This is an optimization exercise on Yosys and OpenROAD, whose aim is small area and a short achievable clock period, not a production implementation.
Where RTL was checked, it was by simulation tests only, not by an equivalence proof against the original.

== the previous run ==
## Verticle_Partition_ALU
module Verticle_Partition_ALU(
input [15:0] A, B,
input [2:0] op,
input clk,
input reset,
output reg [31:0] sol
    );
clock: 110.0 ns
lec_check: 0
cap_margin: 20
core_margin: 2
core_utilization: 50
slew_margin: 20
standard.sh (not shown) runs the stock make flow with config.mk's settings and CLKGATE_MAP_FILE= SYNTH_SCRIPT=/design/flow/synth_recipe.tcl, a recipe that flattens the netlist after the stock synthesis.
==> flow/flow/run.sh <==
#!/bin/bash
# Standard layout (the standard.sh) with two changes:
#  - repair_timing aims for 71 ns of setup slack instead of 0, so that it
#    sizes the critical paths;
#  - the port buffers are sky130_fd_sc_hd__buf_1 (every port still gets one).
set -e
bash standard.sh SETUP_SLACK_MARGIN=71 "BUFFER_PORTS_ARGS=-buffer_cell sky130_fd_sc_hd__buf_1" finish > standard.log 2>&1
The following lists how the current run was set up differently from the previous run:
- CORE_UTILIZATION: 50 -> 40
==> flow/flow/run.sh <==
#!/bin/bash
# Standard layout (the standard.sh) with two changes:
#  - repair_timing aims for 74 ns of setup slack instead of 0, so that it
#    sizes the critical paths;
#  - the port buffers are sky130_fd_sc_hd__buf_1 (every port still gets one).
set -e
bash standard.sh SETUP_SLACK_MARGIN=74 "BUFFER_PORTS_ARGS=-buffer_cell sky130_fd_sc_hd__buf_1" finish > standard.log 2>&1
--- outcome ---
- The current run ends up with a summed area of non-filler cells in the final layout that is 0.0052 mm^2 higher than in the previous run.
- The current run against the previous run: initial core utilization went down; met3 demand-to-capacity share in global routing went up.

* * *

Setup of lane 1:
Verticle_Partition_ALU again, from the RTL that the note above started with.
// Verticle_Partition_ALU
module Verticle_Partition_ALU(
input [15:0] A, B,
input [2:0] op,
input clk,
input reset,
output reg [31:0] sol
    );
Settings: LEC_CHECK=0, CAP_MARGIN=20, CORE_MARGIN=2, CORE_UTILIZATION=60, SLEW_MARGIN=20; clock period 110.0 ns.
==> flow/flow/run.sh <==
#!/bin/bash
# Standard layout (the standard.sh) with two changes:
#  - repair_timing aims for 71 ns of setup slack instead of 0, so that it
#    sizes the critical paths;
#  - the port buffers are sky130_fd_sc_hd__buf_1 (every port still gets one).
set -e
bash standard.sh SETUP_SLACK_MARGIN=71 "BUFFER_PORTS_ARGS=-buffer_cell sky130_fd_sc_hd__buf_1" finish > standard.log 2>&1
[inputs] lane 2 vs lane 1
-- flow/config.mk --
<<< lane 1, line 8
export CAP_MARGIN = 20
export CORE_MARGIN = 2
export CORE_UTILIZATION = 60
export SLEW_MARGIN = 20
>>> lane 2, line 8
export CAP_MARGIN = 20
export CORE_MARGIN = 2
export CORE_UTILIZATION = 40
export SLEW_MARGIN = 20
==> comparison <==
Diff lane 1..lane 2 | number of multi-input combinational cells | negligible
Critical path buffer and inverter count, lane 2 and lane 1: higher on lane 2
Wire: lane 2 routes more than lane 1
Die: lane 2 bigger than lane 1
Lane 2: smallest hold slack 0.051 ns below lane 1
Comparing lane 2 with lane 1, the fmax came out essentially unchanged.

* * *

run A:
Starting RTL as in the previous note.
Settings: LEC_CHECK=0, CAP_MARGIN=20, CORE_MARGIN=2, CORE_UTILIZATION=60, SLEW_MARGIN=20; clock period 110.0 ns.
==> flow/flow/run.sh <==
#!/bin/bash
# Standard layout (the standard.sh) with two changes:
#  - repair_timing aims for 72 ns of setup slack instead of 0, so that it
#    sizes the critical paths;
#  - the port buffers are sky130_fd_sc_hd__buf_1 (every port still gets one).
set -e
bash standard.sh SETUP_SLACK_MARGIN=72 "BUFFER_PORTS_ARGS=-buffer_cell sky130_fd_sc_hd__buf_1" finish > standard.log 2>&1
#### Input delta (run B over run A)
- CAP_MARGIN now 0, was 20
- SLEW_MARGIN now 0, was 20
==> flow/flow/run.sh <==
#!/bin/bash
# Standard layout (the standard.sh) with two changes:
#  - repair_timing aims for 71 ns of setup slack instead of 0, so that it
#    sizes the critical paths;
#  - the port buffers are sky130_fd_sc_hd__buf_1 (every port still gets one).
set -e
bash standard.sh SETUP_SLACK_MARGIN=71 "BUFFER_PORTS_ARGS=-buffer_cell sky130_fd_sc_hd__buf_1" finish > standard.log 2>&1
### Flow results
Row fraction of area in non-clock buffers: run B lower / run A higher
Diff run A -> run B: number of placed instances, taps included closely matched the old numbers; initial antenna violation count increased by 3 relative to the old numbers; share of the clock period used by the worst path increased by 0.51 points relative to the old numbers; wire length decreased by 1.9% relative to the old numbers.
Here is what was changed in the inputs of run C compared with run B.
- SLEW_MARGIN now 20, was 0
- CORE_UTILIZATION now 70, was 60
- PLACE_DENSITY now 0.72, previously not set
- CAP_MARGIN now 20, was 0
==> comparison <==
Run C vs. run B: top achievable clock speed shows a reduction of 0.54 MHz, number of placed cells counting well taps now smaller, number of tapcells down 14%. STATUS worst-case hold slack: run C loses against run B. Delta (run C minus run B): wire length of the first global-routing pass now smaller, final area comparable, global-route usage now larger. Per-cell via count in the routed design, run B and run C: larger value in run C. The critical path's slowest cell comes out or4_1 in one run and a22oi_1 in the other, namely in run B and run C respectively.
For run D, these inputs were changed with respect to run C:
- PLACE_DENSITY no longer set, was 0.72
- CORE_UTILIZATION now 60, was 70
==> flow/flow/run.sh <==
#!/bin/bash
# Standard layout (the standard.sh) with two changes:
#  - repair_timing aims for 70 ns of setup slack instead of 0, so that it
#    sizes the critical paths;
#  - the port buffers are sky130_fd_sc_hd__buf_1 (every port still gets one).
set -e
bash standard.sh SETUP_SLACK_MARGIN=70 "BUFFER_PORTS_ARGS=-buffer_cell sky130_fd_sc_hd__buf_1" finish > standard.log 2>&1
==> comparison <==
- Chip height (run C / run D): 0.927
- Run D | stages: all done | timing, DRC, antenna: all pass
- Per the final summary, run C finished and its layout is clean on timing, DRC and antenna.
- Per the comparison of run D with run C, met1 routed wirelength after detailed routing went up.
- Post-route fraction of the period consumed by the critical path delta (run C -> run D): insignificant
- Critical-path cell with the highest stage delay = or4_1: run D; critical-path cell with the highest stage delay = a22oi_1: run C
- Clock period minus final worst setup slack: run C and run D compared, lower one is run C
- Between run C and run D, the flow reports wire length reported by the detailed router decreasing by a few percent.
- Run D gives less via count of the first global-routing pass than run C did.

* * *

job 1504:
Verticle_Partition_ALU, a different RTL version from the one above (not shown whole).
Size: ~2,100 cells after synthesis, roughly 32 flip-flops, roughly 69 I/O pins, ~17,000 µm² of cells after synthesis.
export LEC_CHECK = 0
export CAP_MARGIN = 80
export CORE_MARGIN = 2
export CORE_UTILIZATION = 40
export SLEW_MARGIN = 80
create_clock -name core_clock -period 110.0 [get_ports {clk}]
run.sh (not shown) runs the stock make flow with config.mk's settings and CLKGATE_MAP_FILE= SYNTH_SCRIPT=/design/flow/synth_recipe.tcl, a recipe that flattens the netlist after the stock synthesis.
Stock flow here: none of the scripts above is used.
What job 2031 does differently from job 1504 at the input level:
- changing SLEW_MARGIN from 80 to 20
- changing CAP_MARGIN from 80 to 20
==> flow/flow/run.sh (new file) <==
#!/bin/bash
# Standard layout (the standard.sh), with repair_timing aiming for
# 60 ns of setup slack instead of 0, so that it sizes the critical paths.
set -e
bash standard.sh SETUP_SLACK_MARGIN=60 finish > standard.log 2>&1
==> flow/standard.sh (new file) <==
#!/bin/bash
# synth_recipe.tcl (not shown) runs the flow's synth.tcl, then flattens the netlist and writes it again
# the make line also repeats each setting of config.mk as NAME=value (left out here)
make -C /OpenROAD-flow-scripts/flow DESIGN_CONFIG=/design/flow/config.mk WORK_HOME=/design/flow/orfs CLKGATE_MAP_FILE= SYNTH_SCRIPT=/design/flow/synth_recipe.tcl "${@:-finish}"
removed: flow/run.sh
==> comparison <==
- Job 2031 reached the end of the flow, and the finished layout is clean on the timing, DRC and antenna checks.
- As of job 2031, non-clock buffer count had fallen by more than 10% compared to job 1504.
- Setup WNS job 1504 -> job 2031: better
- Job 2031 vs job 1504, critical path launch point: B[7] vs A[15]
- Relative to job 1504, post-cts gate resize count has gone up in job 2031.
- Job 2031 vs. job 1504: core utilization of the finished layout fell by 2.9 points, die area held steady, required arrival time at the worst endpoint has decreased.
> inputs changed (job 2031 -> job 2511)
==> flow/run.sh (new file) <==
#!/bin/bash
# synth_recipe.tcl (not shown) runs the flow's synth.tcl, then flattens the netlist and writes it again
# the make line also repeats each setting of config.mk as NAME=value (left out here)
make -C /OpenROAD-flow-scripts/flow DESIGN_CONFIG=/design/flow/config.mk WORK_HOME=/design/flow/orfs CLKGATE_MAP_FILE= SYNTH_SCRIPT=/design/flow/synth_recipe.tcl finish
removed: flow/flow/run.sh
removed: flow/standard.sh
Notes after the runs:
- Going from job 2031 to job 2511, via count fell 342; hold slack held steady.
- Job 2511: all stages complete, timing, DRC and antenna checks passed
### job 2511 -> job 2745
==> flow/flow/run.sh (new file) <==
#!/bin/bash
# Standard layout (the standard.sh), with repair_timing aiming for
# 75 ns of setup slack instead of 0, so that it sizes the critical paths.
set -e
bash standard.sh SETUP_SLACK_MARGIN=75 finish > standard.log 2>&1
==> flow/standard.sh (new file) <==
#!/bin/bash
# synth_recipe.tcl (not shown) runs the flow's synth.tcl, then flattens the netlist and writes it again
# the make line also repeats each setting of config.mk as NAME=value (left out here)
make -C /OpenROAD-flow-scripts/flow DESIGN_CONFIG=/design/flow/config.mk WORK_HOME=/design/flow/orfs CLKGATE_MAP_FILE= SYNTH_SCRIPT=/design/flow/synth_recipe.tcl "${@:-finish}"
removed: flow/run.sh
## What came out
- All of job 2745 and job 2511 finish clean.
- Job 2745 against job 2511: total vias in the final route has increased; clock buffer count in the final layout has increased; count of cells resized by post-cts repair has increased.
- Sort job 2745 and job 2511 by met3 track demand over resource asc -> top: job 2511
Function was not checked in any run of this note: the RTL went through the layout flow alone.

## re-timing with driven ports
The results above use ideal ports. As a check the final layouts listed here were re-extracted and re-timed, cells and wires unchanged. Step 1 sets driving cells, clkbuf_16 on the clock port and buf_2 on the other inputs (assumed; they add their load-dependent delay and slew). Step 2 times the ports against the registers' clock, not the clock port: input delays grow and output delays shrink by t, the midpoint of the rising clock arrivals with the driver on. Slacks: ideal ports / drivers / drivers and shift; pairs: ideal ports / drivers.
run | t (ns) | slack for setup (ns) | latest minus earliest clock arrival (ns)
the previous run | 0.325 | 71.588 / 71.602 / 71.277 | 0.007 / 0.007
the current run | 0.325 | 73.351 / 73.359 / 73.034 | 0.008 / 0.008
lane 1 | 0.316 | 71.525 / 71.526 / 71.210 | 0.009 / 0.008
lane 2 | 0.330 | 71.589 / 71.609 / 71.279 | 0.016 / 0.016
run A | 0.310 | 72.085 / 72.094 / 71.783 | 0.010 / 0.011
run B | 0.316 | 71.525 / 71.526 / 71.210 | 0.008 / 0.008
run C | 0.317 | 70.705 / 70.714 / 70.397 | 0.010 / 0.010
run D | 0.317 | 70.638 / 70.641 / 70.324 | 0.008 / 0.008
job 1504 | 0.320 | 56.057 / 55.995 / 55.675 | 0.009 / 0.009
job 2031 | 0.317 | 60.980 / 60.936 / 60.619 | 0.007 / 0.006
job 2511 | 0.318 | 54.925 / 54.929 / 54.611 | 0.008 / 0.008
job 2745 | 0.331 | 63.546 / 63.485 / 63.155 | 0.015 / 0.015
After both steps setup and hold are still met in every run listed. The setup slack of job 2745, which loses most, moves by -0.061 ns with the drivers and by -0.391 ns with both steps.
